Context: an optimization exercise on an open-source flow, tuned for small area and a short achievable clock period. The choices shown serve that exercise and are no tape-out recipe. RTL that was checked went through simulation tests only; none was proved equivalent to the original. For runs 1 and 2, only the layout was checked, not whether the RTL still works. Power is estimated from default activity; no workload was simulated.

[config.mk]
export PLATFORM = sky130hd
export DESIGN_NAME = BLOCK_ULA_OPS
export DESIGN_NICKNAME = BLOCK_ULA_OPS
export VERILOG_FILES = /design/flow/design.v
export SDC_FILE = /design/flow/constraint.sdc
export NUM_CORES = 4
export LEC_CHECK = 0
export CAP_MARGIN = 20
export CORE_MARGIN = 2
export CORE_UTILIZATION = 65
export PLACE_DENSITY = 0.75
export SLEW_MARGIN = 20
export SYNTH_HIERARCHICAL = 1
[constraint.sdc]
create_clock -name core_clock -period 11.0 [get_ports {clk}]
set_input_delay 2.2000 -clock core_clock [delete_from_list [all_inputs] [get_ports {clk}]]
set_output_delay 2.2000 -clock core_clock [all_outputs]
set_load 0.01 [all_outputs]
[design.v]
module ULA_FA (input a, input b, input c, output s, output co);
    assign s = a ^ b ^ c;
    assign co = (a & b) | (a & c) | (b & c);
endmodule
module ULA_HS (input a, input b, output s);
    assign s = ~(a ^ b);
endmodule
module ULA_HC (input a, input b, output co);
    assign co = a | b;
endmodule
module BLOCK_ULA_OPS #(
    parameter DATA_WIDTH = 8,
    parameter ADDR_WIDTH = 12,
    parameter ULA_WIDTH = 24
    ) (
        input clk,
        input [(ADDR_WIDTH-1):0] MUX_REG1_IN,                    
        input [(DATA_WIDTH-1):0] REG1_IN,
        input [(DATA_WIDTH-1):0] MUX_REG2_IN_0,  
        input [(ADDR_WIDTH-1):0] MUX_REG2_IN_1,  
        input [(ADDR_WIDTH-1):0] MUX_REG2_IN_2,  
        input [(DATA_WIDTH-1):0] REG2_IN,
        output wire [(ULA_WIDTH-1):0] ULA_OUT,
        output reg REG_COMP_OUT,
        output reg REG_OVERFLOW_OUT,
        input [1:0] SEL_MUX1,
        input [1:0] SEL_MUX2,
        input CTRL_REG_OP1, CTRL_REG_OP2,
        input CTRL_REG_OVERFLOW, CTRL_REG_COMP,
        input [3:0] SEL_ULA
    );
reg [(DATA_WIDTH-1):0] REG1_OUT, REG2_OUT;
    always @ (posedge clk)  
    begin
        if(CTRL_REG_OP1)
            REG1_OUT <= REG1_IN;
    end
    always @ (posedge clk)  
    begin
        if(CTRL_REG_OP2)
            REG2_OUT <= REG2_IN;
    end
    wire ahi = (SEL_MUX1 == 2'b01);
    wire [11:0] a12 = (SEL_MUX1 == 2'b00) ? 12'h000 :
                      (SEL_MUX1 == 2'b01) ? 12'hFFF :
                      (SEL_MUX1 == 2'b10) ? MUX_REG1_IN :
                                            {4'h0, REG1_OUT};
    wire [11:0] b12 = (SEL_MUX2 == 2'b00) ? MUX_REG2_IN_2 :
                      (SEL_MUX2 == 2'b01) ? MUX_REG2_IN_1 :
                      (SEL_MUX2 == 2'b10) ? {4'h0, MUX_REG2_IN_0} :
                                            {4'h0, REG2_OUT};
    wire op_mul = (SEL_ULA == 4'd2);
    wire mneg = op_mul & ahi;
    wire op_brow = (SEL_ULA == 4'd0) || (SEL_ULA == 4'd1) || (SEL_ULA == 4'd5) ||
                   (SEL_ULA == 4'd6) || (SEL_ULA == 4'd7) || (SEL_ULA == 4'd8);
    genvar gi, gj;
    wire mul_j = op_mul & (SEL_MUX1 == 2'b10);
    wire mul_r = op_mul & (SEL_MUX1 == 2'b11);
    wire [11:0] am = ({12{mul_j}} & MUX_REG1_IN) | ({12{mul_r}} & {4'h0, REG1_OUT}) |
                     {11'h000, op_brow};
    reg [3:0] tt_e, tt_o;
    reg cin;
    always @* begin
        cin = 1'b0;
        tt_e = 4'b0000;
        case (SEL_ULA)
            4'd0, 4'd4:  tt_e = 4'b1100;                    
            4'd1:        begin tt_e = 4'b0011; cin = 1'b1; end  
            4'd2:        begin tt_e = {1'b0, mneg, 1'b0, mneg}; cin = mneg; end  
            4'd6:        tt_e = 4'b1111;
            4'd7:        cin = 1'b1;
            4'd12:       tt_e = 4'b0011;                    
            4'd13:       tt_e = 4'b1000;                    
            4'd14:       tt_e = 4'b1110;                    
            4'd15:       tt_e = 4'b0110;                    
            default:     tt_e = 4'b0000;
        endcase
        tt_o = (SEL_ULA == 4'd8) ? 4'b1111 : tt_e;
    end
    wire [11:0] x;
    generate for (gi = 0; gi < 12; gi = gi + 1) begin : g_x
        wire [3:0] tt = gi[0] ? tt_o : tt_e;
        assign x[gi] = (tt[3] & a12[gi] & b12[gi]) | (tt[2] & a12[gi] & ~b12[gi]) |
                       (tt[1] & ~a12[gi] & b12[gi]) | (tt[0] & ~a12[gi] & ~b12[gi]);
    end endgenerate
    wire hf = ((SEL_ULA == 4'd0) || (SEL_ULA == 4'd4) || (SEL_ULA == 4'd14) || (SEL_ULA == 4'd15)) ? ahi :
              ((SEL_ULA == 4'd1) || (SEL_ULA == 4'd12)) ? ~ahi :
              (SEL_ULA == 4'd6) || mneg;
    wire ha = (SEL_ULA == 4'd8);
    wire [23:12] h = {12{hf}} | ({12{ha}} & 12'hAAA);
    wire [11:0] ppn [0:11];
    generate for (gi = 0; gi < 12; gi = gi + 1) begin : g_pp
        for (gj = 0; gj < 12; gj = gj + 1) begin : g_ppj
            if (gj == 1 && gi < 11)
                assign ppn[gi][gj] = ~((b12[gi] & am[gj]) | x[gi + 1]);
            else if (gj == 11 && gi > 0)
                assign ppn[gi][gj] = ~((b12[gi] & am[gj]) | h[gi + 11]);
            else
                assign ppn[gi][gj] = ~(b12[gi] & am[gj]);
        end
    end endgenerate
    wire [11:0] xn = ~x;
    wire cinn = ~cin;
    wire hn23 = ~h[23];
    wire ts_1, tc_2, ts_3, tc_4, ts_5, tc_6, ts_7, tc_8, ts_9, tc_10, ts_11, tc_12, ts_13, tc_14, ts_15, tc_16, ts_17, tc_18, ts_19, tc_20, ts_21, tc_22, ts_23, tc_24, ts_25, tc_26, ts_27, tc_28, ts_29, tc_30, ts_31, tc_32, ts_33, tc_34, ts_35, tc_36, ts_37, tc_38, ts_39, tc_40, ts_43, tc_44, ts_45, tc_46, ts_49, tc_50, ts_51, tc_52, ts_55, tc_56, ts_57, tc_58, ts_61, tc_62, ts_63, tc_64, ts_65, tc_66, ts_67, tc_68, ts_69, tc_70, ts_71, tc_72, ts_73, tc_74, ts_75, tc_76, ts_77, tc_78, ts_79, tc_80, ts_81, tc_82, ts_83, tc_84, ts_85, tc_86, ts_87, tc_88, ts_89, tc_90, ts_91, tc_92, ts_95, tc_96, ts_99, tc_100, ts_103, tc_104, ts_105, tc_106, ts_107, tc_108, ts_109, tc_110, ts_111, tc_112, ts_113, tc_114, ts_115, tc_116, ts_117, tc_118, ts_119, tc_120, ts_121, tc_122, ts_123, tc_124, ts_125, tc_126, ts_127, tc_128, ts_129, tc_130, ts_131, tc_132, ts_133, tc_134, ts_135, tc_136, ts_137, tc_138, ts_139, tc_140, ts_141, tc_142, ts_143, tc_144, ts_145, tc_146, ts_147, tc_148, ts_149, tc_150, ts_151, tc_152, ts_153, tc_154, ts_155, tc_156, ts_157, tc_158, ts_159, tc_160, ts_161, tc_162, ts_163, tc_164, ts_165, tc_166, ts_167, tc_168, ts_169, tc_170, ts_171, tc_172, ts_173, tc_174, ts_175, tc_176, ts_177, tc_178, ts_179, tc_180, ts_181, tc_182, ts_185, tc_186, ts_193, tc_194, ts_195, tc_196, ts_197, tc_198, ts_199, tc_200, ts_201, tc_202, ts_203, tc_204, ts_205, tc_206, ts_207, tc_208, ts_209, tc_210, ts_211, tc_212, ts_213, tc_214, ts_215, tc_216, ts_217, tc_218, ts_219, tc_220, ts_221, tc_222, ts_223, tc_224, ts_41, tc_42, ts_47, tc_48, ts_53, tc_54, ts_59, tc_60, ts_93, tc_94, ts_97, tc_98, ts_101, tc_102, ts_183, tc_184, ts_187, tc_188, ts_189, tc_190, ts_191, tc_192;
    ULA_FA fa0 (.a(ppn[0][9]), .b(ppn[1][8]), .c(ppn[2][7]), .s(ts_1), .co(tc_2));
    ULA_FA fa1 (.a(ppn[0][10]), .b(ppn[1][9]), .c(ppn[2][8]), .s(ts_3), .co(tc_4));
    ULA_FA fa2 (.a(ppn[3][7]), .b(ppn[4][6]), .c(ppn[5][5]), .s(ts_5), .co(tc_6));
    ULA_FA fa3 (.a(ppn[0][11]), .b(ppn[1][10]), .c(ppn[2][9]), .s(ts_7), .co(tc_8));
    ULA_FA fa4 (.a(ppn[3][8]), .b(ppn[4][7]), .c(ppn[5][6]), .s(ts_9), .co(tc_10));
    ULA_FA fa5 (.a(ppn[6][5]), .b(ppn[7][4]), .c(ppn[8][3]), .s(ts_11), .co(tc_12));
    ULA_FA fa6 (.a(ppn[2][10]), .b(ppn[3][9]), .c(ppn[4][8]), .s(ts_13), .co(tc_14));
    ULA_FA fa7 (.a(ppn[5][7]), .b(ppn[6][6]), .c(ppn[7][5]), .s(ts_15), .co(tc_16));
    ULA_FA fa8 (.a(ppn[8][4]), .b(ppn[9][3]), .c(ppn[10][2]), .s(ts_17), .co(tc_18));
    ULA_FA fa9 (.a(ppn[3][10]), .b(ppn[4][9]), .c(ppn[5][8]), .s(ts_19), .co(tc_20));
    ULA_FA fa10 (.a(ppn[6][7]), .b(ppn[7][6]), .c(ppn[8][5]), .s(ts_21), .co(tc_22));
    ULA_FA fa11 (.a(ppn[4][10]), .b(ppn[5][9]), .c(ppn[6][8]), .s(ts_23), .co(tc_24));
    ULA_FA fa12 (.a(ppn[0][6]), .b(ppn[1][5]), .c(ppn[2][4]), .s(ts_25), .co(tc_26));
    ULA_FA fa13 (.a(ppn[0][7]), .b(ppn[1][6]), .c(ppn[2][5]), .s(ts_27), .co(tc_28));
    ULA_FA fa14 (.a(ppn[3][4]), .b(ppn[4][3]), .c(ppn[5][2]), .s(ts_29), .co(tc_30));
    ULA_FA fa15 (.a(ppn[0][8]), .b(ppn[1][7]), .c(ppn[2][6]), .s(ts_31), .co(tc_32));
    ULA_FA fa16 (.a(ppn[3][5]), .b(ppn[4][4]), .c(ppn[5][3]), .s(ts_33), .co(tc_34));
    ULA_FA fa17 (.a(ppn[6][2]), .b(ppn[8][0]), .c(ppn[7][1]), .s(ts_35), .co(tc_36));
    ULA_FA fa18 (.a(ppn[3][6]), .b(ppn[4][5]), .c(ppn[5][4]), .s(ts_37), .co(tc_38));
    ULA_FA fa19 (.a(ppn[6][3]), .b(ppn[7][2]), .c(ppn[9][0]), .s(ts_39), .co(tc_40));
    ULA_FA fa20 (.a(ppn[6][4]), .b(ppn[7][3]), .c(ppn[8][2]), .s(ts_43), .co(tc_44));
    ULA_FA fa21 (.a(ppn[10][0]), .b(tc_2), .c(ts_3), .s(ts_45), .co(tc_46));
    ULA_FA fa22 (.a(ppn[9][2]), .b(ppn[11][0]), .c(tc_4), .s(ts_49), .co(tc_50));
    ULA_FA fa23 (.a(tc_6), .b(ts_7), .c(ts_9), .s(ts_51), .co(tc_52));
    ULA_FA fa24 (.a(ppn[11][1]), .b(ppn[1][11]), .c(tc_8), .s(ts_55), .co(tc_56));
    ULA_FA fa25 (.a(tc_10), .b(tc_12), .c(ts_13), .s(ts_57), .co(tc_58));
    ULA_FA fa26 (.a(ppn[9][4]), .b(ppn[10][3]), .c(ppn[11][2]), .s(ts_61), .co(tc_62));
    ULA_FA fa27 (.a(ppn[2][11]), .b(tc_14), .c(tc_16), .s(ts_63), .co(tc_64));
    ULA_FA fa28 (.a(tc_18), .b(ts_19), .c(ts_21), .s(ts_65), .co(tc_66));
    ULA_FA fa29 (.a(ppn[7][7]), .b(ppn[8][6]), .c(ppn[9][5]), .s(ts_67), .co(tc_68));
    ULA_FA fa30 (.a(ppn[10][4]), .b(ppn[11][3]), .c(ppn[3][11]), .s(ts_69), .co(tc_70));
    ULA_FA fa31 (.a(tc_20), .b(tc_22), .c(ts_23), .s(ts_71), .co(tc_72));
    ULA_FA fa32 (.a(ppn[5][10]), .b(ppn[6][9]), .c(ppn[7][8]), .s(ts_73), .co(tc_74));
    ULA_FA fa33 (.a(ppn[8][7]), .b(ppn[9][6]), .c(ppn[10][5]), .s(ts_75), .co(tc_76));
    ULA_FA fa34 (.a(ppn[11][4]), .b(ppn[4][11]), .c(tc_24), .s(ts_77), .co(tc_78));
    ULA_FA fa35 (.a(ppn[6][10]), .b(ppn[7][9]), .c(ppn[8][8]), .s(ts_79), .co(tc_80));
    ULA_FA fa36 (.a(ppn[9][7]), .b(ppn[10][6]), .c(ppn[11][5]), .s(ts_81), .co(tc_82));
    ULA_FA fa37 (.a(ppn[7][10]), .b(ppn[8][9]), .c(ppn[9][8]), .s(ts_83), .co(tc_84));
    ULA_FA fa38 (.a(ppn[0][4]), .b(ppn[1][3]), .c(ppn[2][2]), .s(ts_85), .co(tc_86));
    ULA_FA fa39 (.a(ppn[0][5]), .b(ppn[1][4]), .c(ppn[2][3]), .s(ts_87), .co(tc_88));
    ULA_FA fa40 (.a(ppn[3][2]), .b(ppn[5][0]), .c(ppn[4][1]), .s(ts_89), .co(tc_90));
    ULA_FA fa41 (.a(ppn[3][3]), .b(ppn[4][2]), .c(ppn[6][0]), .s(ts_91), .co(tc_92));
    ULA_FA fa42 (.a(ppn[7][0]), .b(tc_26), .c(ts_27), .s(ts_95), .co(tc_96));
    ULA_FA fa43 (.a(tc_28), .b(tc_30), .c(ts_31), .s(ts_99), .co(tc_100));
    ULA_FA fa44 (.a(tc_32), .b(tc_34), .c(ts_37), .s(ts_103), .co(tc_104));
    ULA_FA fa45 (.a(ts_39), .b(tc_36), .c(ts_41), .s(ts_105), .co(tc_106));
    ULA_FA fa46 (.a(tc_38), .b(tc_40), .c(ts_43), .s(ts_107), .co(tc_108));
    ULA_FA fa47 (.a(ts_45), .b(tc_42), .c(ts_47), .s(ts_109), .co(tc_110));
    ULA_FA fa48 (.a(tc_44), .b(ts_49), .c(tc_46), .s(ts_111), .co(tc_112));
    ULA_FA fa49 (.a(ts_51), .b(tc_48), .c(ts_53), .s(ts_113), .co(tc_114));
    ULA_FA fa50 (.a(tc_50), .b(ts_55), .c(tc_52), .s(ts_115), .co(tc_116));
    ULA_FA fa51 (.a(ts_57), .b(ts_59), .c(tc_54), .s(ts_117), .co(tc_118));
    ULA_FA fa52 (.a(ts_61), .b(tc_56), .c(tc_58), .s(ts_119), .co(tc_120));
    ULA_FA fa53 (.a(tc_60), .b(ts_63), .c(ts_65), .s(ts_121), .co(tc_122));
    ULA_FA fa54 (.a(tc_62), .b(ts_67), .c(ts_69), .s(ts_123), .co(tc_124));
    ULA_FA fa55 (.a(tc_64), .b(tc_66), .c(ts_71), .s(ts_125), .co(tc_126));
    ULA_FA fa56 (.a(tc_68), .b(ts_73), .c(ts_75), .s(ts_127), .co(tc_128));
    ULA_FA fa57 (.a(tc_70), .b(ts_77), .c(tc_72), .s(ts_129), .co(tc_130));
    ULA_FA fa58 (.a(ppn[5][11]), .b(tc_74), .c(tc_76), .s(ts_131), .co(tc_132));
    ULA_FA fa59 (.a(ts_79), .b(ts_81), .c(tc_78), .s(ts_133), .co(tc_134));
    ULA_FA fa60 (.a(ppn[10][7]), .b(ppn[11][6]), .c(ppn[6][11]), .s(ts_135), .co(tc_136));
    ULA_FA fa61 (.a(tc_80), .b(tc_82), .c(ts_83), .s(ts_137), .co(tc_138));
    ULA_FA fa62 (.a(ppn[8][10]), .b(ppn[9][9]), .c(ppn[10][8]), .s(ts_139), .co(tc_140));
    ULA_FA fa63 (.a(ppn[11][7]), .b(ppn[7][11]), .c(tc_84), .s(ts_141), .co(tc_142));
    ULA_FA fa64 (.a(ppn[9][10]), .b(ppn[10][9]), .c(ppn[11][8]), .s(ts_143), .co(tc_144));
    ULA_FA fa65 (.a(ppn[0][3]), .b(ppn[1][2]), .c(ppn[3][0]), .s(ts_145), .co(tc_146));
    ULA_FA fa66 (.a(ppn[4][0]), .b(ts_85), .c(ppn[3][1]), .s(ts_147), .co(tc_148));
    ULA_FA fa67 (.a(tc_86), .b(ts_87), .c(ts_89), .s(ts_149), .co(tc_150));
    ULA_FA fa68 (.a(tc_88), .b(ts_91), .c(tc_90), .s(ts_151), .co(tc_152));
    ULA_FA fa69 (.a(tc_92), .b(ts_95), .c(tc_94), .s(ts_153), .co(tc_154));
    ULA_FA fa70 (.a(tc_96), .b(ts_99), .c(tc_98), .s(ts_155), .co(tc_156));
    ULA_FA fa71 (.a(tc_100), .b(ts_103), .c(tc_102), .s(ts_157), .co(tc_158));
    ULA_FA fa72 (.a(tc_104), .b(ts_107), .c(tc_106), .s(ts_159), .co(tc_160));
    ULA_FA fa73 (.a(tc_108), .b(ts_111), .c(tc_110), .s(ts_161), .co(tc_162));
    ULA_FA fa74 (.a(tc_112), .b(ts_115), .c(ts_117), .s(ts_163), .co(tc_164));
    ULA_FA fa75 (.a(tc_116), .b(ts_119), .c(ts_121), .s(ts_165), .co(tc_166));
    ULA_FA fa76 (.a(ts_123), .b(tc_120), .c(tc_122), .s(ts_167), .co(tc_168));
    ULA_FA fa77 (.a(ts_127), .b(tc_124), .c(ts_129), .s(ts_169), .co(tc_170));
    ULA_FA fa78 (.a(tc_128), .b(ts_131), .c(ts_133), .s(ts_171), .co(tc_172));
    ULA_FA fa79 (.a(ts_135), .b(tc_132), .c(ts_137), .s(ts_173), .co(tc_174));
    ULA_FA fa80 (.a(ts_139), .b(tc_136), .c(ts_141), .s(ts_175), .co(tc_176));
    ULA_FA fa81 (.a(ppn[8][11]), .b(tc_140), .c(ts_143), .s(ts_177), .co(tc_178));
    ULA_FA fa82 (.a(ppn[10][10]), .b(ppn[11][9]), .c(ppn[9][11]), .s(ts_179), .co(tc_180));
    ULA_FA fa83 (.a(ppn[0][0]), .b(xn[0]), .c(cinn), .s(ts_181), .co(tc_182));
    ULA_FA fa84 (.a(ppn[0][2]), .b(ppn[2][0]), .c(ppn[1][1]), .s(ts_185), .co(tc_186));
    ULA_FA fa85 (.a(ts_93), .b(ts_151), .c(tc_150), .s(ts_193), .co(tc_194));
    ULA_FA fa86 (.a(ts_97), .b(tc_152), .c(ts_153), .s(ts_195), .co(tc_196));
    ULA_FA fa87 (.a(tc_154), .b(ts_155), .c(ts_101), .s(ts_197), .co(tc_198));
    ULA_FA fa88 (.a(tc_156), .b(ts_105), .c(ts_157), .s(ts_199), .co(tc_200));
    ULA_FA fa89 (.a(ts_109), .b(tc_158), .c(ts_159), .s(ts_201), .co(tc_202));
    ULA_FA fa90 (.a(ts_113), .b(tc_160), .c(ts_161), .s(ts_203), .co(tc_204));
    ULA_FA fa91 (.a(tc_114), .b(tc_162), .c(ts_163), .s(ts_205), .co(tc_206));
    ULA_FA fa92 (.a(tc_118), .b(ts_165), .c(tc_164), .s(ts_207), .co(tc_208));
    ULA_FA fa93 (.a(ts_125), .b(tc_166), .c(ts_167), .s(ts_209), .co(tc_210));
    ULA_FA fa94 (.a(tc_126), .b(tc_168), .c(ts_169), .s(ts_211), .co(tc_212));
    ULA_FA fa95 (.a(tc_130), .b(ts_171), .c(tc_170), .s(ts_213), .co(tc_214));
    ULA_FA fa96 (.a(tc_134), .b(ts_173), .c(tc_172), .s(ts_215), .co(tc_216));
    ULA_FA fa97 (.a(tc_138), .b(ts_175), .c(tc_174), .s(ts_217), .co(tc_218));
    ULA_FA fa98 (.a(tc_142), .b(ts_177), .c(tc_176), .s(ts_219), .co(tc_220));
    ULA_FA fa99 (.a(tc_144), .b(ts_179), .c(tc_178), .s(ts_221), .co(tc_222));
    ULA_FA fa100 (.a(ppn[11][10]), .b(ppn[10][11]), .c(tc_180), .s(ts_223), .co(tc_224));
    ULA_HS ha0s (.a(ts_1), .b(ppn[8][1]), .s(ts_41));
    ULA_HC ha0c (.a(ts_1), .b(ppn[8][1]), .co(tc_42));
    ULA_HS ha1s (.a(ts_5), .b(ppn[9][1]), .s(ts_47));
    ULA_HC ha1c (.a(ts_5), .b(ppn[9][1]), .co(tc_48));
    ULA_HS ha2s (.a(ts_11), .b(ppn[10][1]), .s(ts_53));
    ULA_HC ha2c (.a(ts_11), .b(ppn[10][1]), .co(tc_54));
    ULA_HS ha3s (.a(ts_15), .b(ts_17), .s(ts_59));
    ULA_HC ha3c (.a(ts_15), .b(ts_17), .co(tc_60));
    ULA_HS ha4s (.a(ts_25), .b(ppn[5][1]), .s(ts_93));
    ULA_HC ha4c (.a(ts_25), .b(ppn[5][1]), .co(tc_94));
    ULA_HS ha5s (.a(ts_29), .b(ppn[6][1]), .s(ts_97));
    ULA_HC ha5c (.a(ts_29), .b(ppn[6][1]), .co(tc_98));
    ULA_HS ha6s (.a(ts_33), .b(ts_35), .s(ts_101));
    ULA_HC ha6c (.a(ts_33), .b(ts_35), .co(tc_102));
    ULA_HS ha7s (.a(ppn[1][0]), .b(ppn[0][1]), .s(ts_183));
    ULA_HC ha7c (.a(ppn[1][0]), .b(ppn[0][1]), .co(tc_184));
    ULA_HS ha8s (.a(ts_145), .b(ppn[2][1]), .s(ts_187));
    ULA_HC ha8c (.a(ts_145), .b(ppn[2][1]), .co(tc_188));
    ULA_HS ha9s (.a(tc_146), .b(ts_147), .s(ts_189));
    ULA_HC ha9c (.a(tc_146), .b(ts_147), .co(tc_190));
    ULA_HS ha10s (.a(tc_148), .b(ts_149), .s(ts_191));
    ULA_HC ha10c (.a(tc_148), .b(ts_149), .co(tc_192));
    wire [23:0] row1 = {(hn23), tc_224, tc_222, tc_220, tc_218, tc_216, tc_214, tc_212, tc_210, tc_208, tc_206, tc_204, tc_202, tc_200, tc_198, tc_196, tc_194, tc_192, tc_190, tc_188, tc_186, tc_184, tc_182, ts_181};
    wire [23:0] row2 = {1'b1, ppn[11][11], ts_223, ts_221, ts_219, ts_217, ts_215, ts_213, ts_211, ts_209, ts_207, ts_205, ts_203, ts_201, ts_199, ts_197, ts_195, ts_193, ts_191, ts_189, ts_187, ts_185, ts_183, 1'b1};
    wire [23:0] cp = row1 ^ row2;
    wire [23:0] cg = row1 & row2;
    wire ag1 = cg[1] | (cp[1] & (cg[0] | cp[0]));
    wire ag2 = cg[2] | (cp[2] & ag1);
    wire ag3 = cg[3] | (cp[3] & ag2);
    wire ag4 = cg[4] | (cp[4] & ag3);
    wire ag5 = cg[6] | (cp[6] & cg[5]);
    wire ap5 = cp[6] & cp[5];
    wire ag6 = cg[8] | (cp[8] & cg[7]);
    wire ap6 = cp[8] & cp[7];
    wire ag7 = cg[10] | (cp[10] & cg[9]);
    wire ap7 = cp[10] & cp[9];
    wire ag8 = cg[12] | (cp[12] & cg[11]);
    wire ap8 = cp[12] & cp[11];
    wire ag9 = cg[14] | (cp[14] & cg[13]);
    wire ap9 = cp[14] & cp[13];
    wire ag10 = cg[16] | (cp[16] & cg[15]);
    wire ap10 = cp[16] & cp[15];
    wire ag11 = cg[18] | (cp[18] & cg[17]);
    wire ap11 = cp[18] & cp[17];
    wire ag12 = cg[20] | (cp[20] & cg[19]);
    wire ap12 = cp[20] & cp[19];
    wire ag13 = cg[22] | (cp[22] & cg[21]);
    wire ap13 = cp[22] & cp[21];
    wire ag14 = ag5 | (ap5 & ag4);
    wire ag15 = ag7 | (ap7 & ag6);
    wire ap15 = ap7 & ap6;
    wire ag16 = ag9 | (ap9 & ag8);
    wire ap16 = ap9 & ap8;
    wire ag17 = ag11 | (ap11 & ag10);
    wire ap17 = ap11 & ap10;
    wire ag18 = ag13 | (ap13 & ag12);
    wire ap18 = ap13 & ap12;
    wire ag19 = ag15 | (ap15 & ag14);
    wire ag20 = ag17 | (ap17 & ag16);
    wire ap20 = ap17 & ap16;
    wire ag21 = ag20 | (ap20 & ag19);
    wire ag22 = ag16 | (ap16 & ag19);
    wire ag23 = ag18 | (ap18 & ag21);
    wire ag24 = ag6 | (ap6 & ag14);
    wire ag25 = ag8 | (ap8 & ag19);
    wire ag26 = ag10 | (ap10 & ag22);
    wire ag27 = ag12 | (ap12 & ag21);
    wire ag28 = cg[5] | (cp[5] & ag4);
    wire ag29 = cg[7] | (cp[7] & ag14);
    wire ag30 = cg[9] | (cp[9] & ag24);
    wire ag31 = cg[11] | (cp[11] & ag19);
    wire ag32 = cg[13] | (cp[13] & ag25);
    wire ag33 = cg[15] | (cp[15] & ag22);
    wire ag34 = cg[17] | (cp[17] & ag26);
    wire ag35 = cg[19] | (cp[19] & ag21);
    wire ag36 = cg[21] | (cp[21] & ag27);
    wire ag37 = cg[23] | (cp[23] & ag23);
    wire [23:0] res;
    assign res[0] = cp[0];
    assign res[1] = ~(cp[1] ^ (cg[0] | cp[0]));
    assign res[2] = ~(cp[2] ^ ag1);
    assign res[3] = ~(cp[3] ^ ag2);
    assign res[4] = ~(cp[4] ^ ag3);
    assign res[5] = ~(cp[5] ^ ag4);
    assign res[6] = ~(cp[6] ^ ag28);
    assign res[7] = ~(cp[7] ^ ag14);
    assign res[8] = ~(cp[8] ^ ag29);
    assign res[9] = ~(cp[9] ^ ag24);
    assign res[10] = ~(cp[10] ^ ag30);
    assign res[11] = ~(cp[11] ^ ag19);
    assign res[12] = ~(cp[12] ^ ag31);
    assign res[13] = ~(cp[13] ^ ag25);
    assign res[14] = ~(cp[14] ^ ag32);
    assign res[15] = ~(cp[15] ^ ag22);
    assign res[16] = ~(cp[16] ^ ag33);
    assign res[17] = ~(cp[17] ^ ag26);
    assign res[18] = ~(cp[18] ^ ag34);
    assign res[19] = ~(cp[19] ^ ag21);
    assign res[20] = ~(cp[20] ^ ag35);
    assign res[21] = ~(cp[21] ^ ag27);
    assign res[22] = ~(cp[22] ^ ag36);
    assign res[23] = ~(cp[23] ^ ag23);
    assign ULA_OUT = res;
    wire [12:0] blt, bgt;
    assign blt[0] = 1'b0;
    assign bgt[0] = 1'b0;
    generate for (gi = 0; gi < 12; gi = gi + 1) begin : g_cmp
        assign blt[gi + 1] = (~b12[gi] & a12[gi]) | (~b12[gi] & blt[gi]) | (a12[gi] & blt[gi]);
        assign bgt[gi + 1] = (b12[gi] & ~a12[gi]) | (b12[gi] & bgt[gi]) | (~a12[gi] & bgt[gi]);
    end endgenerate
    wire comp = (SEL_ULA == 4'd9)  ? (~ahi & ~blt[12] & ~bgt[12]) :
                (SEL_ULA == 4'd10) ? (ahi | blt[12]) :
                (SEL_ULA == 4'd11) ? (~ahi & bgt[12]) :
                1'b0;
    wire ovf = ((SEL_ULA == 4'd0) || (SEL_ULA == 4'd2)) && (|ULA_OUT[23:8]);
    always @ (posedge clk)   
    begin
        if(CTRL_REG_COMP)
            REG_COMP_OUT <= comp;
    end
    always @ (posedge clk)  
    begin
        if(CTRL_REG_OVERFLOW)
            REG_OVERFLOW_OUT <= ovf;
    end
endmodule
[flow/run.sh]
#!/bin/bash
# The standard layout, with the port buffers that buffer_ports inserts made
# sky130_fd_sc_hd__buf_1 instead of the cell it picks on its own.
set -euo pipefail
bash standard.sh BUFFER_PORTS_ARGS="-buffer_cell sky130_fd_sc_hd__buf_1" finish > standard_make.log 2>&1
[standard.sh]
#!/bin/bash
# synth_recipe.tcl (not shown) runs the flow's synth.tcl, then flattens the netlist and writes it again
# the make line also repeats each setting of config.mk as NAME=value (left out here)
make -C /OpenROAD-flow-scripts/flow DESIGN_CONFIG=/design/flow/config.mk WORK_HOME=/design/flow/orfs CLKGATE_MAP_FILE= SYNTH_SCRIPT=/design/flow/synth_recipe.tcl "${@:-finish}"
==> summary.txt, run 1 <==
STA
  • Setup Skew: 0.00234 ns
  • # setup viols final: 0
  • RSZ-0062 raised after global routing: no
  • Worst slew margin: around 58%
  • Achievable frequency: about 0.095 GHz
  • Hold Slack: 1.33 ns
  • Setup TNS: 0 ns
  • Worst slew pin tran: 0.623 ns
  • Tmin final: roughly 10 ns
  • Hold Fails Final Rpt: 0
  • Pins over their slew limit: 0
  • Tcrit/Tclk final: 95.4%

Route
  • Number of routed nets with antenna violations: 0
  • Vias: 5181
  • Drt via density: between 6 and 7
  • DRT iter0 DRCs: approximately 360
  • DRC: 0
  • Drt first pass iters: 5
  • Post-DR wirelength/cell: 18.7 um
  • Routed WL: 15800 um

Clocking
  • Clock latency on the worst-skew pair: roughly 0.25 ns
  • Hold Buf Count CTS: 0
  • Clock slew at reported path FFs: around 0.07 ns
  • H-tree depth: 1
  • CTS sink cnt: 18
  • Root Buffer Master: clkbuf_8
  • TritonCTS buffer count: 3
  • CTS tree: built
  • Clk buf depth: 2
  • Post-CTS sizing: 0
  • Setup Buffers After CTS: 0

Critical path
  • Reg-to-reg setup timing slack: about 3.9 ns
  • Reg2Reg Capture Point: REG_OVERFLOW_OUT
  • Setup Crit Path Kind: input pin to primary output
  • Critical Path Sink Type: primary output
  • WP data required: around 8.8 ns
  • Startpoint Class: input pin
  • R2R depth: 18
  • Largest fanout on the critical path: 11
  • Worst r2r src: REG2_OUT[3]
  • Worst path arrival time: 8.29 ns

Floorplanning
  • Die X: 97.9 um
  • Core ar.: about 8600 um^2
  • Effective utilization at floorplan: 66.4%
  • Die Height: approximately 98 um
  • # rows: 34
  • Die area: between 9000 and 10000 um^2
  • Ports: between 90 and 100

Power
  • Switch share: 48.3%
  • Pleak: roughly 2 nW
  • Power per Cell Area: ~70 nW/um^2
  • Combinational share of power: 71.2%
  • VDD IR max: between 0.1 and 0.15 mV
  • Reg power frac: between 10% and 20%
  • P_sw: 0.219 mW
  • Clock share of power: between 10 and 15%
  • Total power: between 0.4 and 0.5 mW
  • Internal Power: approximately 0.23 mW

Place
  • Area after DPL: roughly 6400 um^2
  • GPL Wtd Cong: approximately 0.95
  • HPWL Detailed: roughly 13000 um
  • Port Buffers: 98

Global routing
  • First-pass GRT wire length: approximately 27000 um
  • GR Util All Layers: 35.0%
  • Initial antenna violation count: 0
  • Remaining Overflow, GRT: 0
  • Largest net degree at the start of global routing: 19
  • Number of global-route vias before repair: 5523

Synth
  • Top FF cell, synth: edfxtp_1
  • Cells after Synth: 630
  • Synthesized flop and latch total: 18
  • Ys async rst share: 0%
  • Syn Nets: about 840
  • Number of synthesized flops with an enable pin: 18
  • Synth cell types: 52
  • Sequential area share after synthesis: 9.42%
  • Post-synthesis cell area: between 5000 and 6000 um^2
  • Synth Warn #: 7
  • Syn avg cell area: about 9.1 um^2

Layout
  • Layout Utilization: roughly three quarters
  • Area Growth Syn to Fin: 12.1%
  • Ant. Diodes: 0
  • Fin area: 6430 um^2
  • Area of the multi-input gates: approximately 5000 um^2
  • # fillers: between 600 and 700
  • Final nets: 940
  • Reg area: approximately 540 um^2
  • Share of layout cells above drive strength 1: around 8.7%

Hold path
  • Min-delay worst type: flip-flop to flip-flop
  • Hold Path Origin: REG1_OUT[7]
  • Hold endpoint: REG_COMP_OUT
  • Hold Crit Depth: 6

Job
  • Max_cap viols: 0

Outcome
  • Status: no timing/DRC/antenna violations
==> worst max path at each step <==
| stage | startpoint | to | slack [ns] | depth (start not counted) |
|---|---|---|---|---|
| 2_1_floorplan | SEL_ULA[1] | ULA_OUT[22] | 0.71 | 20 |
| 5_1_grt | SEL_ULA[1] | ULA_OUT[22] | 0.01 | 23 |
| 3_5_place_dp | SEL_MUX2[0] | ULA_OUT[22] | 0.34 | 18 |
| 3_3_place_gp | SEL_ULA[1] | ULA_OUT[22] | 0.47 | 22 |
| 6_report | SEL_ULA[1] | ULA_OUT[22] | 0.51 | 23 |
| 4_1_cts | SEL_MUX2[0] | ULA_OUT[22] | 0.34 | 18 |
==> Yosys cell counts (all sizes together), types with 5 or more instances <==
cell	count	area share [%]
nand2	152	9.9
fa	113	39
a21oi	44	3.8
nor2	32	2.1
clkbuf	31	2.0
inv	31	2.0
o21ai	22	1.9
ha	19	4.1
edfxtp	18	9.4
mux2i	16	2.8
xnor2	16	2.4
a21o	15	2.0
or2	15	1.6
a221oi	11	1.7
nand2b	11	1.2
mux4	10	3.9
buf	6	0.70
nand3	6	0.52
maj3	5	0.98
nor2b	5	0.55
==> metal layers <==
layer	wire [um]	vias to the layer above	GRT usage, %
met5	0	-	0
met4	840	0	15.9
met3	1140	58	4.94
met2	7710	249	58.9
met1	6090	2542	45.5
li1	-	2332	-
==> modules after synthesis, one instance, submodules excluded <==
module | cells | area (um^2) | times used | flops+latches
BLOCK_ULA_OPS | 507 | 3550 | 1 | 18
ULA_HS | 1 | 8.76 | 11 | 0
ULA_FA | 1 | 20.0 | 101 | 0
ULA_HC | 1 | 6.26 | 11 | 0
==> layout by cell type, fill, tap and decap left out, types with 6 or more instances in the layout <==
| cell | netlist | routed |
|---|---|---|
| o21ai_0 | 15 | 15 |
| a221oi_1 | 11 | 11 |
| mux2i_1 | 16 | 16 |
| ha_1 | 19 | 19 |
| o21ai_1 | 7 | 7 |
| inv_1 | 31 | 31 |
| buf_1 | 2 | 96 |
| nor2_1 | 32 | 31 |
| fa_1 | 113 | 113 |
| nand2b_1 | 11 | 11 |
| buf_4 | 0 | 39 |
| xnor2_1 | 16 | 16 |
| nand3_1 | 6 | 6 |
| nand2_1 | 152 | 152 |
| a21o_1 | 15 | 15 |
| edfxtp_1 | 18 | 18 |
| a21oi_1 | 44 | 44 |
| mux4_2 | 10 | 10 |
| or2_1 | 12 | 12 |
==> critical path, stage by stage <==
cell and delay (ns):
buf_1 0.09, inv_1 0.09, nor2_2 0.24, nand3_1 0.25, buf_4 0.23, a21oi_1 0.19
buf_4 0.24, nand2_1 0.10, fa_1 0.53, xnor2_1 0.26, fa_1 0.48, fa_1 0.51
fa_1 0.42, ha_1 0.33, a2111oi_1 0.45, a2111oi_0 0.19, buf_4 0.17, o21ai_0 0.24
nand2b_1 0.09, a21o_1 0.20, fa_1 0.37, xnor2_1 0.20, buf_1 0.18
==> registers in the layout, indices dropped and copies added, names as in the netlist <==
register / flops
REG_OVERFLOW_OUT: 1
REG2_OUT: 8
REG1_OUT: 8
REG_COMP_OUT: 1
==> area by class of cell <==
cell class / instances / share of cell area (%)
Sequential cell: 18 / 8.41
Timing Repair Buffer: 137 / 10.3
Clock inverter: 1 / 0.0584
Multi-Input combinational cell: 544 / 76.7
Tap cell: 108 / 2.10
Clock buffer: 3 / 0.642
Inverter: 31 / 1.81
==> through the flow <==
stage	std cells	setup slack (ns)
6_report	842	0.506
5_1_grt	842	0.0148
4_1_cts	842	0.343
3_5_place_dp	838	0.339
3_3_place_gp	838	0.474
2_1_floorplan	630	0.713
==> cell families (layout without fill, tap and decap cells) <==
family          Yosys count  count (layout)  share of synthesized area, %
fa+ha+maj               137             137                          44.6
mux                      26              26                          6.72
compound gates          122             122                          13.6
xor+xnor                 20              20                          3.05
simple gates            239             239                          17.9
buf+inv                  68             172                          4.76
flops                    18              18                          9.42
==> power by group through the flow <==
stage | combinational, mW | clock (mW) | sequential (mW)
global placement | 0.309 | 0 | 0.0848
global route | 0.358 | 0.0494 | 0.0839
detailed placement | 0.317 | 0 | 0.0851
floorplan | 0.222 | 0 | 0.0845
finish | 0.322 | 0.0468 | 0.0835
CTS | 0.319 | 0.0477 | 0.0836
==> inputs of run 2 (changes only) <==
--- a/config.mk
+++ b/config.mk
@@ -9,5 +9,6 @@
 export CORE_MARGIN = 2
 export CORE_UTILIZATION = 65
 export PLACE_DENSITY = 0.75
+export SETUP_SLACK_MARGIN = 0.9
 export SLEW_MARGIN = 20
 export SYNTH_HIERARCHICAL = 1
==> summary.txt, run 2 <==
Outcome
  • Status: no timing/DRC/antenna violations

Synth
  • Number of synthesized flops with an enable pin: 18
  • Synthesized flop and latch total: 18
  • Syn avg cell area: around 9 um^2
  • Ys async rst share: 0%
  • Most frequent cells after synthesis: nand2_1 (152), fa_1 (113), a21oi_1 (44), nor2_1 (32)
  • Cells after Synth: 630
  • Sequential area share after synthesis: 9.42%
  • Syn Nets: 835
  • Top FF cell, synth: edfxtp_1
  • Area contributors post-synth: fa_1 (39%), nand2_1 (9.9%), edfxtp_1 (9.4%)
  • Post-synthesis cell area: roughly 5700 um^2
  • Synth cell types: 52
  • Synth Warn #: 7
  • Top cell type's share of synthesized area: a little under 40%
  • Leading area contributor after synthesis: fa_1
  • Top-count cell post-synth: nand2_1

Layout
  • # fillers: just over 600
  • Commonest non-fill, non-tap cell in the layout: nand2_1
  • Largest regs: REG1_OUT x8, REG2_OUT x8
  • Area of the multi-input gates: roughly 5100 um^2
  • Most frequent cells in the layout: nand2_1 (152), fa_1 (108), buf_1 (91)
  • Area Growth Syn to Fin: 17.5%
  • Final nets: about 950
  • Share of layout cells above drive strength 1: between 10% and 20%
  • Ant. Diodes: 0
  • Reg area: 541 um^2

Job
  • Max_cap viols: 0

Global routing
  • Remaining Overflow, GRT: 0
  • Number of global-route vias before repair: 5526
  • GR Util All Layers: between 30% and 40%
  • Initial antenna violation count: 0
  • First-pass GRT wire length: 26700 um
  • Largest net degree at the start of global routing: 18

Critical path
  • Crit path cell chain: buf_2, buf_4, nor2b_1, buf_4, and3_4, and2_2, buf_6, nand2_1, fa_1, fa_1, fa_1, fa_1, fa_1, ha_1, a21o_1, a21o_1, a21oi_2, o21ai_2, o21ai_2, nand2b_1, a21o_1, fa_2, inv_1, buf_1
  • Startpoint Class: input pin
  • Critical Path Sink Type: primary output
  • WP data required: around 8.8 ns
  • Reg2Reg Capture Point: REG_OVERFLOW_OUT
  • Reg-to-reg setup timing slack: about 4.2 ns
  • Setup Crit Path Kind: input pin to primary output
  • Critical path's most frequent cell: fa_1
  • R2R depth: 18
  • Slowest-stage cell, CP: fa_1
  • Crit-path max cell delay: 0.54 ns
  • Worst r2r src: REG2_OUT[4]
  • Worst path arrival time: slightly below 8 ns
  • Largest fanout on the critical path: 10

STA
  • Worst slew margin: a little over half
  • Worst slew pin tran: around 0.69 ns
  • # setup viols final: 0
  • Pins over their slew limit: 0
  • Tcrit/Tclk final: between 90% and 100%
  • Hold Fails Final Rpt: 0
  • Hold Slack: about 1.3 ns
  • Setup Skew: 0.00243 ns
  • Setup TNS: 0 ns
  • Tmin final: around 10 ns
  • Achievable frequency: ~0.1 GHz
  • RSZ-0062 raised after global routing: yes

Route
  • DRC: 0
  • Routed WL: roughly 16000 um
  • Drt first pass iters: 5
  • Vias: approximately 5300
  • Post-DR wirelength/cell: between 15 and 20 um
  • Drt via density: 6.18
  • Number of routed nets with antenna violations: 0
  • DRT iter0 DRCs: between 200 and 300

Floorplanning
  • # rows: 34
  • Core ar.: roughly 8600 um^2
  • Ports: 99
  • Die area: around 9600 um^2
  • Effective utilization at floorplan: 66.4%
  • Die Height: a little under 100 um
  • Die X: about 98 um

Clocking
  • CTS tree: built
  • Clock slew at reported path FFs: 0.07 ns
  • CTS sink cnt: 18
  • Hold Buf Count CTS: 0
  • TritonCTS buffer count: 3
  • Clock latency on the worst-skew pair: roughly 0.26 ns
  • Clk buf depth: 2
  • Root Buffer Master: clkbuf_8
  • H-tree depth: 1

Hold path
  • Hold endpoint: REG_COMP_OUT
  • Min-delay worst type: flip-flop to flip-flop
  • Hold Path Origin: REG1_OUT[5]
  • Hold Crit Depth: 6

Power
  • VDD IR max: roughly 0.11 mV
  • Reg power frac: 17.4%
  • Clock share of power: 9.7%
  • Pleak: roughly 2.1 nW
  • Combinational share of power: 72.9%
  • Switch share: slightly below 50%
  • P_sw: about 0.23 mW
  • Internal Power: ~0.25 mW
  • Power per Cell Area: 71.4 nW/um^2

Place
  • HPWL Detailed: around 13000 um
  • GPL Wtd Cong: ~0.94
  • Port Buffers: between 90 and 100
## run 2: cell types whose count changed in the layout (fill, tap and decap cells not counted), sizes merged
cell,change
buf,+13
clkbuf,+1
## run 2: cell families (layout without fill, tap and decap cells)
| logic type | after synthesis | after routing | share of synthesized area, % |
|---|---|---|---|
| AO/OA/AOI/OAI | 122 | 122 | 13.6 |
| XOR/XNOR | 20 | 20 | 3.05 |
| adder cells (fa/ha/maj) | 137 | 137 | 44.6 |
| buffers and inverters | 68 | 186 | 4.76 |
| flip-flops | 18 | 18 | 9.42 |
| multiplexers | 26 | 26 | 6.72 |
| AND/OR/NAND/NOR | 239 | 239 | 17.9 |
## run 2: power by group through the flow
stage	logic [mW]	clock network, mW	registers, mW
2_1_floorplan	0.223	0	0.0845
3_3_place_gp	0.311	0	0.0848
3_5_place_dp	0.319	0	0.0850
4_1_cts	0.330	0.0471	0.0836
5_1_grt	0.386	0.0490	0.0842
6_report	0.351	0.0469	0.0836
## run 2: modules after synthesis (local to each module, per instance)
module	cells inside	flip-flops and latches
BLOCK_ULA_OPS	507	18
ULA_FA	1	0
ULA_HC	1	0
ULA_HS	1	0
## run 2: per-stage QoR
| stage | setup WS [ns] | instances | total power, mW | area (um^2) | util, % |
|---|---|---|---|---|---|
| floorplan | 0.929 | 630 | 0.308 | 5760 | - |
| global placement | 0.393 | 836 | 0.396 | 6370 | 73.8 |
| detailed placement | 0.203 | 836 | 0.404 | 6370 | 73.8 |
| CTS | 0.886 | 844 | 0.461 | 6520 | 75.5 |
| global route | 0.809 | 856 | 0.520 | 6740 | 78.0 |
| finish | 1.02 | 856 | 0.481 | 6740 | 78.0 |
## run 2: routing by layer
| layer | GRT usage (%) | share of wire [%] | up-vias |
|---|---|---|---|
| met5 | 0 | 0 | - |
| met4 | 14.9 | 3.4 | 0 |
| met2 | 61.3 | 51 | 276 |
| met1 | 45.2 | 37 | 2593 |
| li1 | - | - | 2370 |
| met3 | 3.51 | 7.9 | 49 |
## run 2: worst max-delay path by stage
| stage | from | end | slack, ns | depth (start not counted) |
|---|---|---|---|---|
| finish | SEL_MUX1[0] | ULA_OUT[21] | 1.02 | 24 |
| global route | SEL_MUX1[0] | ULA_OUT[21] | 0.81 | 24 |
| CTS | SEL_ULA[1] | ULA_OUT[22] | 0.89 | 22 |
| detailed placement | SEL_ULA[1] | ULA_OUT[22] | 0.20 | 22 |
| global placement | SEL_ULA[1] | ULA_OUT[22] | 0.39 | 22 |
| floorplan | SEL_ULA[1] | ULA_OUT[22] | 0.93 | 20 |
## run 2: area by class of cell
type                    count  area share, %
repair buffers            151           11.6
flip-flops and latches     18           8.02
multi-input cells         544           76.0
clock inverters             1         0.0557
clock buffers               3          0.613
inverters                  31           1.73
well taps                 108           2.01
## run 2: critical path: cells and delay by family
kind	cells	cell delay [ns]
AO/OA/AOI/OAI	6	0.96
adder cells (fa/ha/maj)	7	3.12
buffers and inverters	6	0.82
AND/OR/NAND/NOR	5	0.70
## run 2: what timing repair did
action	CTS	global route
buffers inserted	4	11
setup endpoints to repair	11	8
gates resized for setup	18	35
pin swaps	0	13
cloned	0	1
==> inputs of run 3 (changes only) <==
--- a/design.v
+++ b/design.v
@@ -231,81 +231,118 @@
     wire [23:0] cp = row1 ^ row2;
     wire [23:0] cg = row1 & row2;
     wire ag1 = cg[1] | (cp[1] & (cg[0] | cp[0]));
-    wire ag2 = cg[2] | (cp[2] & ag1);
-    wire ag3 = cg[3] | (cp[3] & ag2);
-    wire ag4 = cg[4] | (cp[4] & ag3);
-    wire ag5 = cg[6] | (cp[6] & cg[5]);
-    wire ap5 = cp[6] & cp[5];
-    wire ag6 = cg[8] | (cp[8] & cg[7]);
-    wire ap6 = cp[8] & cp[7];
-    wire ag7 = cg[10] | (cp[10] & cg[9]);
-    wire ap7 = cp[10] & cp[9];
-    wire ag8 = cg[12] | (cp[12] & cg[11]);
-    wire ap8 = cp[12] & cp[11];
-    wire ag9 = cg[14] | (cp[14] & cg[13]);
-    wire ap9 = cp[14] & cp[13];
-    wire ag10 = cg[16] | (cp[16] & cg[15]);
-    wire ap10 = cp[16] & cp[15];
-    wire ag11 = cg[18] | (cp[18] & cg[17]);
-    wire ap11 = cp[18] & cp[17];
-    wire ag12 = cg[20] | (cp[20] & cg[19]);
-    wire ap12 = cp[20] & cp[19];
-    wire ag13 = cg[22] | (cp[22] & cg[21]);
-    wire ap13 = cp[22] & cp[21];
-    wire ag14 = ag5 | (ap5 & ag4);
-    wire ag15 = ag7 | (ap7 & ag6);
-    wire ap15 = ap7 & ap6;
-    wire ag16 = ag9 | (ap9 & ag8);
-    wire ap16 = ap9 & ap8;
-    wire ag17 = ag11 | (ap11 & ag10);
-    wire ap17 = ap11 & ap10;
-    wire ag18 = ag13 | (ap13 & ag12);
-    wire ap18 = ap13 & ap12;
-    wire ag19 = ag15 | (ap15 & ag14);
-    wire ag20 = ag17 | (ap17 & ag16);
-    wire ap20 = ap17 & ap16;
-    wire ag21 = ag20 | (ap20 & ag19);
-    wire ag22 = ag16 | (ap16 & ag19);
-    wire ag23 = ag18 | (ap18 & ag21);
-    wire ag24 = ag6 | (ap6 & ag14);
-    wire ag25 = ag8 | (ap8 & ag19);
-    wire ag26 = ag10 | (ap10 & ag22);
-    wire ag27 = ag12 | (ap12 & ag21);
-    wire ag28 = cg[5] | (cp[5] & ag4);
-    wire ag29 = cg[7] | (cp[7] & ag14);
-    wire ag30 = cg[9] | (cp[9] & ag24);
-    wire ag31 = cg[11] | (cp[11] & ag19);
-    wire ag32 = cg[13] | (cp[13] & ag25);
-    wire ag33 = cg[15] | (cp[15] & ag22);
-    wire ag34 = cg[17] | (cp[17] & ag26);
-    wire ag35 = cg[19] | (cp[19] & ag21);
-    wire ag36 = cg[21] | (cp[21] & ag27);
-    wire ag37 = cg[23] | (cp[23] & ag23);
+    wire ag2 = cg[3] | (cp[3] & cg[2]);
+    wire ap2 = cp[3] & cp[2];
+    wire ag3 = cg[5] | (cp[5] & cg[4]);
+    wire ap3 = cp[5] & cp[4];
+    wire ag4 = cg[7] | (cp[7] & cg[6]);
+    wire ap4 = cp[7] & cp[6];
+    wire ag5 = cg[2] | (cp[2] & ag1);
+    wire ag6 = ag2 | (ap2 & ag1);
+    wire ag7 = cg[6] | (cp[6] & ag3);
+    wire ap7 = cp[6] & ap3;
+    wire ag8 = ag4 | (ap4 & ag3);
+    wire ap8 = ap4 & ap3;
+    wire ag9 = cg[4] | (cp[4] & ag6);
+    wire ag10 = ag3 | (ap3 & ag6);
+    wire ag11 = ag7 | (ap7 & ag6);
+    wire ag12 = ag8 | (ap8 & ag6);
+    wire ag13 = cg[9] | (cp[9] & cg[8]);
+    wire ap13 = cp[9] & cp[8];
+    wire ag14 = cg[11] | (cp[11] & cg[10]);
+    wire ap14 = cp[11] & cp[10];
+    wire ag15 = cg[13] | (cp[13] & cg[12]);
+    wire ap15 = cp[13] & cp[12];
+    wire ag16 = cg[15] | (cp[15] & cg[14]);
+    wire ap16 = cp[15] & cp[14];
+    wire ag17 = cg[17] | (cp[17] & cg[16]);
+    wire ap17 = cp[17] & cp[16];
+    wire ag18 = cg[19] | (cp[19] & cg[18]);
+    wire ap18 = cp[19] & cp[18];
+    wire ag19 = cg[21] | (cp[21] & cg[20]);
+    wire ap19 = cp[21] & cp[20];
+    wire ag20 = cg[10] | (cp[10] & ag13);
+    wire ap20 = cp[10] & ap13;
+    wire ag21 = ag14 | (ap14 & ag13);
+    wire ap21 = ap14 & ap13;
+    wire ag22 = cg[14] | (cp[14] & ag15);
+    wire ap22 = cp[14] & ap15;
+    wire ag23 = ag16 | (ap16 & ag15);
+    wire ap23 = ap16 & ap15;
+    wire ag24 = cg[18] | (cp[18] & ag17);
+    wire ap24 = cp[18] & ap17;
+    wire ag25 = ag18 | (ap18 & ag17);
+    wire ap25 = ap18 & ap17;
+    wire ag26 = cg[22] | (cp[22] & ag19);
+    wire ap26 = cp[22] & ap19;
+    wire ag27 = cg[12] | (cp[12] & ag21);
+    wire ap27 = cp[12] & ap21;
+    wire ag28 = ag15 | (ap15 & ag21);
+    wire ap28 = ap15 & ap21;
+    wire ag29 = ag22 | (ap22 & ag21);
+    wire ap29 = ap22 & ap21;
+    wire ag30 = ag23 | (ap23 & ag21);
+    wire ap30 = ap23 & ap21;
+    wire ag31 = cg[20] | (cp[20] & ag25);
+    wire ap31 = cp[20] & ap25;
+    wire ag32 = ag19 | (ap19 & ag25);
+    wire ap32 = ap19 & ap25;
+    wire ag33 = ag26 | (ap26 & ag25);
+    wire ap33 = ap26 & ap25;
+    wire ag34 = cg[16] | (cp[16] & ag30);
+    wire ap34 = cp[16] & ap30;
+    wire ag35 = ag17 | (ap17 & ag30);
+    wire ap35 = ap17 & ap30;
+    wire ag36 = ag24 | (ap24 & ag30);
+    wire ap36 = ap24 & ap30;
+    wire ag37 = ag25 | (ap25 & ag30);
+    wire ap37 = ap25 & ap30;
+    wire ag38 = ag31 | (ap31 & ag30);
+    wire ap38 = ap31 & ap30;
+    wire ag39 = ag32 | (ap32 & ag30);
+    wire ap39 = ap32 & ap30;
+    wire ag40 = ag33 | (ap33 & ag30);
+    wire ap40 = ap33 & ap30;
+    wire ag41 = cg[8] | (cp[8] & ag12);
+    wire ag42 = ag13 | (ap13 & ag12);
+    wire ag43 = ag20 | (ap20 & ag12);
+    wire ag44 = ag21 | (ap21 & ag12);
+    wire ag45 = ag27 | (ap27 & ag12);
+    wire ag46 = ag28 | (ap28 & ag12);
+    wire ag47 = ag29 | (ap29 & ag12);
+    wire ag48 = ag30 | (ap30 & ag12);
+    wire ag49 = ag34 | (ap34 & ag12);
+    wire ag50 = ag35 | (ap35 & ag12);
+    wire ag51 = ag36 | (ap36 & ag12);
+    wire ag52 = ag37 | (ap37 & ag12);
+    wire ag53 = ag38 | (ap38 & ag12);
+    wire ag54 = ag39 | (ap39 & ag12);
+    wire ag55 = ag40 | (ap40 & ag12);
     wire [23:0] res;
     assign res[0] = cp[0];
     assign res[1] = ~(cp[1] ^ (cg[0] | cp[0]));
     assign res[2] = ~(cp[2] ^ ag1);
-    assign res[3] = ~(cp[3] ^ ag2);
-    assign res[4] = ~(cp[4] ^ ag3);
-    assign res[5] = ~(cp[5] ^ ag4);
-    assign res[6] = ~(cp[6] ^ ag28);
-    assign res[7] = ~(cp[7] ^ ag14);
-    assign res[8] = ~(cp[8] ^ ag29);
-    assign res[9] = ~(cp[9] ^ ag24);
-    assign res[10] = ~(cp[10] ^ ag30);
-    assign res[11] = ~(cp[11] ^ ag19);
-    assign res[12] = ~(cp[12] ^ ag31);
-    assign res[13] = ~(cp[13] ^ ag25);
-    assign res[14] = ~(cp[14] ^ ag32);
-    assign res[15] = ~(cp[15] ^ ag22);
-    assign res[16] = ~(cp[16] ^ ag33);
-    assign res[17] = ~(cp[17] ^ ag26);
-    assign res[18] = ~(cp[18] ^ ag34);
-    assign res[19] = ~(cp[19] ^ ag21);
-    assign res[20] = ~(cp[20] ^ ag35);
-    assign res[21] = ~(cp[21] ^ ag27);
-    assign res[22] = ~(cp[22] ^ ag36);
-    assign res[23] = ~(cp[23] ^ ag23);
+    assign res[3] = ~(cp[3] ^ ag5);
+    assign res[4] = ~(cp[4] ^ ag6);
+    assign res[5] = ~(cp[5] ^ ag9);
+    assign res[6] = ~(cp[6] ^ ag10);
+    assign res[7] = ~(cp[7] ^ ag11);
+    assign res[8] = ~(cp[8] ^ ag12);
+    assign res[9] = ~(cp[9] ^ ag41);
+    assign res[10] = ~(cp[10] ^ ag42);
+    assign res[11] = ~(cp[11] ^ ag43);
+    assign res[12] = ~(cp[12] ^ ag44);
+    assign res[13] = ~(cp[13] ^ ag45);
+    assign res[14] = ~(cp[14] ^ ag46);
+    assign res[15] = ~(cp[15] ^ ag47);
+    assign res[16] = ~(cp[16] ^ ag48);
+    assign res[17] = ~(cp[17] ^ ag49);
+    assign res[18] = ~(cp[18] ^ ag50);
+    assign res[19] = ~(cp[19] ^ ag51);
+    assign res[20] = ~(cp[20] ^ ag52);
+    assign res[21] = ~(cp[21] ^ ag53);
+    assign res[22] = ~(cp[22] ^ ag54);
+    assign res[23] = ~(cp[23] ^ ag55);
     assign ULA_OUT = res;
     wire [12:0] blt, bgt;
     assign blt[0] = 1'b0;
--- a/config.mk
+++ b/config.mk
@@ -9,6 +9,5 @@
 export CORE_MARGIN = 2
 export CORE_UTILIZATION = 65
 export PLACE_DENSITY = 0.75
-export SETUP_SLACK_MARGIN = 0.9
 export SLEW_MARGIN = 20
 export SYNTH_HIERARCHICAL = 1
==> summary.txt, run 3 <==
STA
  • Worst slew pin tran: between 0.9 and 1 ns
  • Hold Fails Final Rpt: 0
  • Achievable frequency: 0.0958 GHz
  • Tcrit/Tclk final: between 90% and 100%
  • Worst slew margin: between 30% and 40%
  • Setup Skew: between 0.002 and 0.0025 ns
  • RSZ-0062 raised after global routing: no
  • # setup viols final: 0
  • Pins over their slew limit: 0
  • Hold Slack: approximately 1.2 ns
  • Tmin final: 10.44 ns
  • Setup TNS: 0 ns
  • Worst setup margin: between 0.5 and 0.6 ns

Place
  • Area after DPL: around 6300 um^2
  • Post-Place Worst Slack: about 0.63 ns
  • DP Cell Count: approximately 860
  • Port Buffers: 98
  • HPWL Detailed: around 13000 um
  • GPL Wtd Cong: approximately 1.0

Synth
  • Post-synthesis cell area: around 6000 um^2
  • Leading area contributor after synthesis: fa_1
  • XOR/XNOR Fraction of Synth Area: 4.36%
  • Most frequent cells after synthesis: nand2_1 (165), fa_1 (104), a21oi_1 (49), clkbuf_1 (39), nor2_1 (38)
  • Top-count cell post-synth: nand2_1
  • Top cell type's share of synthesized area: between 30% and 40%
  • Synth Warn #: 7
  • Top FF cell, synth: edfxtp_1
  • Syn Nets: a little under 900
  • Cells after Synth: 673
  • Largest family of logic cells by synthesized area: adder cells
  • Synthesized flop and latch total: 18
  • Number of synthesized flops with an enable pin: 18
  • Synth cell types: a little under 50
  • Area contributors post-synth: fa_1 (36%), nand2_1 (11%), edfxtp_1 (9.3%)
  • Adder-cell share of the synthesized area: about two fifths
  • Ys async rst share: 0%
  • Synth Area in Simple Gates: just under 20%
  • Sequential area share after synthesis: under 10%
  • Mux cell area share after synthesis: between 5 and 6%
  • Compound-cell area share of the yosys netlist: roughly 17%
  • Syn avg cell area: 8.66 um^2

Clocking
  • CTS tree: built
  • Clock slew at reported path FFs: approximately 0.07 ns
  • Post-CTS sizing: 0
  • TritonCTS buffer count: 3
  • Clock latency on the worst-skew pair: roughly 0.25 ns
  • H-tree depth: 1
  • Clk buf depth: 2
  • Hold Buf Count CTS: 0
  • CTS sink cnt: 18
  • Setup Buffers After CTS: 0
  • Root Buffer Master: clkbuf_8

Route
  • Post-DR wirelength/cell: 19.0 um
  • DRT iter0 DRCs: 340
  • Drt via density: 6.45
  • Vias: about 5600
  • DRC: 0
  • Routed WL: between 15000 and 20000 um
  • Number of routed nets with antenna violations: 0
  • Drt first pass iters: 6

Global routing
  • Number of global-route vias before repair: ~5800
  • Remaining Overflow, GRT: 0
  • Largest net degree at the start of global routing: 25
  • Initial antenna violation count: 0
  • GR Util All Layers: between 30 and 40%
  • First-pass GRT wire length: ~28000 um

Layout
  • Layout Utilization: approximately three quarters
  • Ant. Diodes: 0
  • # fillers: around 690
  • Largest regs: REG1_OUT x8, REG2_OUT x8
  • Final nets: between 900 and 1000
  • Most frequent cells in the layout: nand2_1 (165), fa_1 (104), buf_1 (98)
  • Area Growth Syn to Fin: 9.38%
  • Commonest non-fill, non-tap cell in the layout: nand2_1
  • Finished Layout Cells: between 800 and 900
  • Fin area: approximately 6400 um^2
  • Share of layout cells above drive strength 1: about 5.3%

Critical path
  • Worst path arrival time: 8.24 ns
  • Critical Path Sink Type: primary output
  • WP data required: between 8 and 9 ns
  • Setup Crit Path Kind: input pin to primary output
  • Largest fanout on the critical path: 14
  • Startpoint Class: input pin

Outcome
  • Status: no timing/DRC/antenna violations

Job
  • Max_cap viols: 0

Floorplanning
  • Die X: roughly 99 um
  • # rows: 34
  • Core ar.: ~8700 um^2
  • Effective utilization at floorplan: around two thirds
  • Die area: roughly 9700 um^2
  • Ports: 99
  • Die Height: ~99 um

Power
  • Power per Cell Area: ~74 nW/um^2
  • Total power: between 0.4 and 0.5 mW
  • Pleak: 1.79 nW
  • VDD IR max: ~0.096 mV

Hold path
  • Min-delay worst type: flip-flop to flip-flop
==> run 3: cell types whose count changed after synthesis, moves of 7 or more <==
cell / delta
o21ai_0: +8
a221oi_1: -7
nand2_1: +13
xor2_1: +7
fa_1: -9
inv_1: -15
o221ai_1: +8
clkbuf_1: +8
nor3_1: +8
==> run 3: cell type report <==
| class | instances | area [um^2] | share of cell area, % |
|---|---|---|---|
| clock buffer | 3 | 41.3 | 0.647 |
| clock inverter | 1 | 3.75 | 0.0589 |
| inverter | 16 | 60.1 | 0.942 |
| multi-input combinational | 597 | 5070 | 79.5 |
| sequential | 18 | 541 | 8.48 |
| tap | 108 | 135 | 2.12 |
| timing repair buffer | 119 | 526 | 8.24 |
==> run 3: critical path: stages <==
cell	delay, ns
buf_1	0.27
nor2b_1	0.59
nor2_1	0.18
nor2_1	0.14
a21oi_1	0.07
o21ai_0	0.63
nor2_1	0.11
a21oi_1	0.14
a221oi_1	0.10
fa_1	0.43
fa_1	0.45
fa_1	0.51
fa_1	0.42
ha_1	0.35
or3_1	0.38
o211ai_1	0.19
a21oi_2	0.16
o21a_1	0.22
o21a_1	0.19
nor2_1	0.11
xor2_1	0.20
buf_1	0.17
==> run 3: kinds of logic after synthesis <==
group | Yosys count
buffers and inverters | 58
muxes | 22
xor gates and xnor gates | 29
adders and majority gates | 127
AOI/OAI and AO/OA | 153
DFF | 18
and+or+nand+nor | 266
==> run 3: report_power, final <==
part | total (mW) | leakage [nW] | switching (mW) | internal (mW)
Combinational | 0.342 | 1.59 | 0.211 | 0.132
Sequential | 0.0836 | 0.177 | 0.00209 | 0.0815
Clock | 0.0474 | 0.0231 | 0.0225 | 0.0248
==> run 3: per-module statistics from Yosys (local to each module, per instance) <==
module,area (um^2),cells inside,copies in the design,flops+latches
ULA_HC,6.26,1,11,0
ULA_HS,8.76,1,11,0
BLOCK_ULA_OPS,3640,550,1,18
ULA_FA,20.0,1,101,0
==> run 3: final timing paths <==
kind                                  start                to  slack [ns]  cells after the start
worst max register to register  REG2_OUT[4]  REG_OVERFLOW_OUT        4.22                     18
worst max-delay path            SEL_MUX1[1]       ULA_OUT[21]        0.56                     22
worst min register to register  REG1_OUT[7]      REG_COMP_OUT        1.15                      4
worst min-delay path            REG1_OUT[7]      REG_COMP_OUT        1.15                      4
==> run 3: metal layers <==
metal  vias to the layer above  routed length, um  global-route usage [%]
met1                      2693               6210                    46.8
met5                         -                  0                       0
met2                       324               8190                    60.7
met4                         0                639                    14.1
li1                       2477                  -                       -
met3                        62               1340                    3.62
==> inputs of run 4 (changes only) <==
--- a/config.mk
+++ b/config.mk
@@ -9,5 +9,6 @@
 export CORE_MARGIN = 2
 export CORE_UTILIZATION = 65
 export PLACE_DENSITY = 0.75
+export SETUP_SLACK_MARGIN = 0.7
 export SLEW_MARGIN = 20
 export SYNTH_HIERARCHICAL = 1
==> summary.txt, run 4 <==
Power
  • Pleak: 1.80 nW
  • VDD IR max: roughly 0.096 mV
  • Power per Cell Area: ~74 nW/um^2

Layout
  • Area Growth Syn to Fin: 9.96%
  • Commonest non-fill, non-tap cell in the layout: nand2_1
  • Largest regs: REG1_OUT x8, REG2_OUT x8
  • Fin area: between 6000 and 7000 um^2
  • Most frequent cells in the layout: nand2_1 (165), fa_1 (104), buf_1 (96)

Global routing
  • Largest net degree at the start of global routing: 25
  • Met1 usage: between 40% and 50%
  • GR Layer Usage met3: under 10%
  • Remaining Overflow, GRT: 0
  • First-pass GRT wire length: 27700 um
  • Initial antenna violation count: 0

STA
  • Pins over their slew limit: 0
  • Setup Skew: slightly above 0.0009 ns
  • Worst slew pin tran: around 0.74 ns
  • Setup TNS: 0 ns
  • Hold Fails Final Rpt: 0
  • Tcrit/Tclk final: 91.2%
  • # setup viols final: 0

Synth
  • Post-synthesis cell area: about 6000 um^2
  • Syn Nets: approximately 870
  • Synthesized flop and latch total: 18
  • Syn avg cell area: approximately 8.7 um^2
  • Ys async rst share: 0%
  • Top cell type's share of synthesized area: between 30% and 40%
  • Most frequent cells after synthesis: nand2_1 (165), fa_1 (104), a21oi_1 (49), clkbuf_1 (39), nor2_1 (38)
  • Area contributors post-synth: fa_1 (36%), nand2_1 (11%), edfxtp_1 (9.3%)
  • Leading area contributor after synthesis: fa_1
  • Cells after Synth: roughly 670

Outcome
  • Status: no timing/DRC/antenna violations

Clocking
  • Setup Buffers After CTS: 0
  • Root Buffer Master: clkbuf_8
  • CTS tree: built
  • Clock slew at reported path FFs: 0.07 ns
  • Post-CTS sizing: 2
  • Hold Buf Count CTS: 0

Place
  • HPWL Detailed: between 10000 and 15000 um

Critical path
  • Reg2Reg Capture Point: REG_OVERFLOW_OUT
  • Crit-path max cell delay: between 0.5 and 0.6 ns
  • Startpoint Class: input pin
  • Slowest-stage cell, CP: fa_1

Hold path
  • Hold Crit Depth: 4

Route
  • Drt first pass iters: 6
  • Post-DR wirelength/cell: 19.1 um
  • Routed WL: ~16000 um

Floorplanning
  • Die X: roughly 99 um
  • Core ar.: slightly below 9000 um^2
==> run 4: where the power goes <==
group / switching, mW / leakage [nW] / internal [mW] / total [mW]
logic: 0.211 / 1.60 / 0.132 / 0.343
clock network: 0.0225 / 0.0231 / 0.0248 / 0.0473
registers: 0.00203 / 0.177 / 0.0815 / 0.0835
total: 0.235 / 1.80 / 0.238 / 0.474
==> run 4: logic make-up after synthesis <==
kind of cell             Yosys count  synth area share [%]
AND/OR/NAND/NOR                  266                  19.6
AO/OA/AOI/OAI                    153                  16.5
adder cells (fa/ha/maj)          127                  40.6
buffers and inverters             58                  3.76
XOR/XNOR                          29                  4.36
multiplexers                      22                  5.92
flip-flops                        18                  9.27
==> run 4: metrics by stage <==
stage | power [mW] | hold slack [ns] | util [%]
floorplan | 0.324 | 0.900 | -
global placement | 0.411 | 1.12 | 72.6
detailed placement | 0.422 | 1.11 | 72.6
CTS | 0.470 | 1.13 | 73.2
global route | 0.512 | 1.24 | 73.5
finish | 0.474 | 1.16 | 73.5
==> run 4: Yosys stat by module (local to each module, per instance) <==
module,copies in the design,flip-flops and latches
ULA_FA,101,0
ULA_HC,11,0
ULA_HS,11,0
BLOCK_ULA_OPS,1,18
==> run 4: layer usage <==
metal  share of wire (%)  vias to the layer above
met5                   0                        -
met4                 3.8                        0
met3                 7.5                       59
met2                  50                      308
met1                  38                     2750
li1                    -                     2480
==> run 4: layout make-up <==
type                       instances  area (um^2)
clock inverter                     1         3.75
clock buffer                       3         41.3
timing repair buffer             119          528
multi-input combinational        597         5100
inverter                          16         60.1
tap                              108          135
fill                             680         2310
sequential                        18          541
==> run 4: worst max-delay path, delay by kind of cell <==
kind / cells / cell delay (ns)
buffers and inverters: 4 / 0.58
xor gates and xnor gates: 1 / 0.20
AOI/OAI and AO/OA: 4 / 0.76
and+or+nand+nor: 6 / 1.41
adders and majority gates: 6 / 2.65
==> run 4: worst max path at each step <==
stage	startpoint	slack, ns	endpoint
2_1_floorplan	SEL_MUX1[1]	1.46	ULA_OUT[21]
3_3_place_gp	SEL_MUX1[1]	0.71	ULA_OUT[21]
3_5_place_dp	SEL_MUX1[1]	0.63	ULA_OUT[21]
4_1_cts	SEL_MUX1[1]	0.80	ULA_OUT[21]
5_1_grt	SEL_ULA[1]	0.72	ULA_OUT[21]
6_report	SEL_ULA[1]	0.97	ULA_OUT[21]

Re-timed with assumed drivers on the ports (clkbuf_16 on the clock, buf_2 on other inputs), run 4 has 0.951 ns of setup slack against 0.972 ns with ideal ports, and 0.951 ns once port delays also move by the mid clock arrival of 0.278 ns.
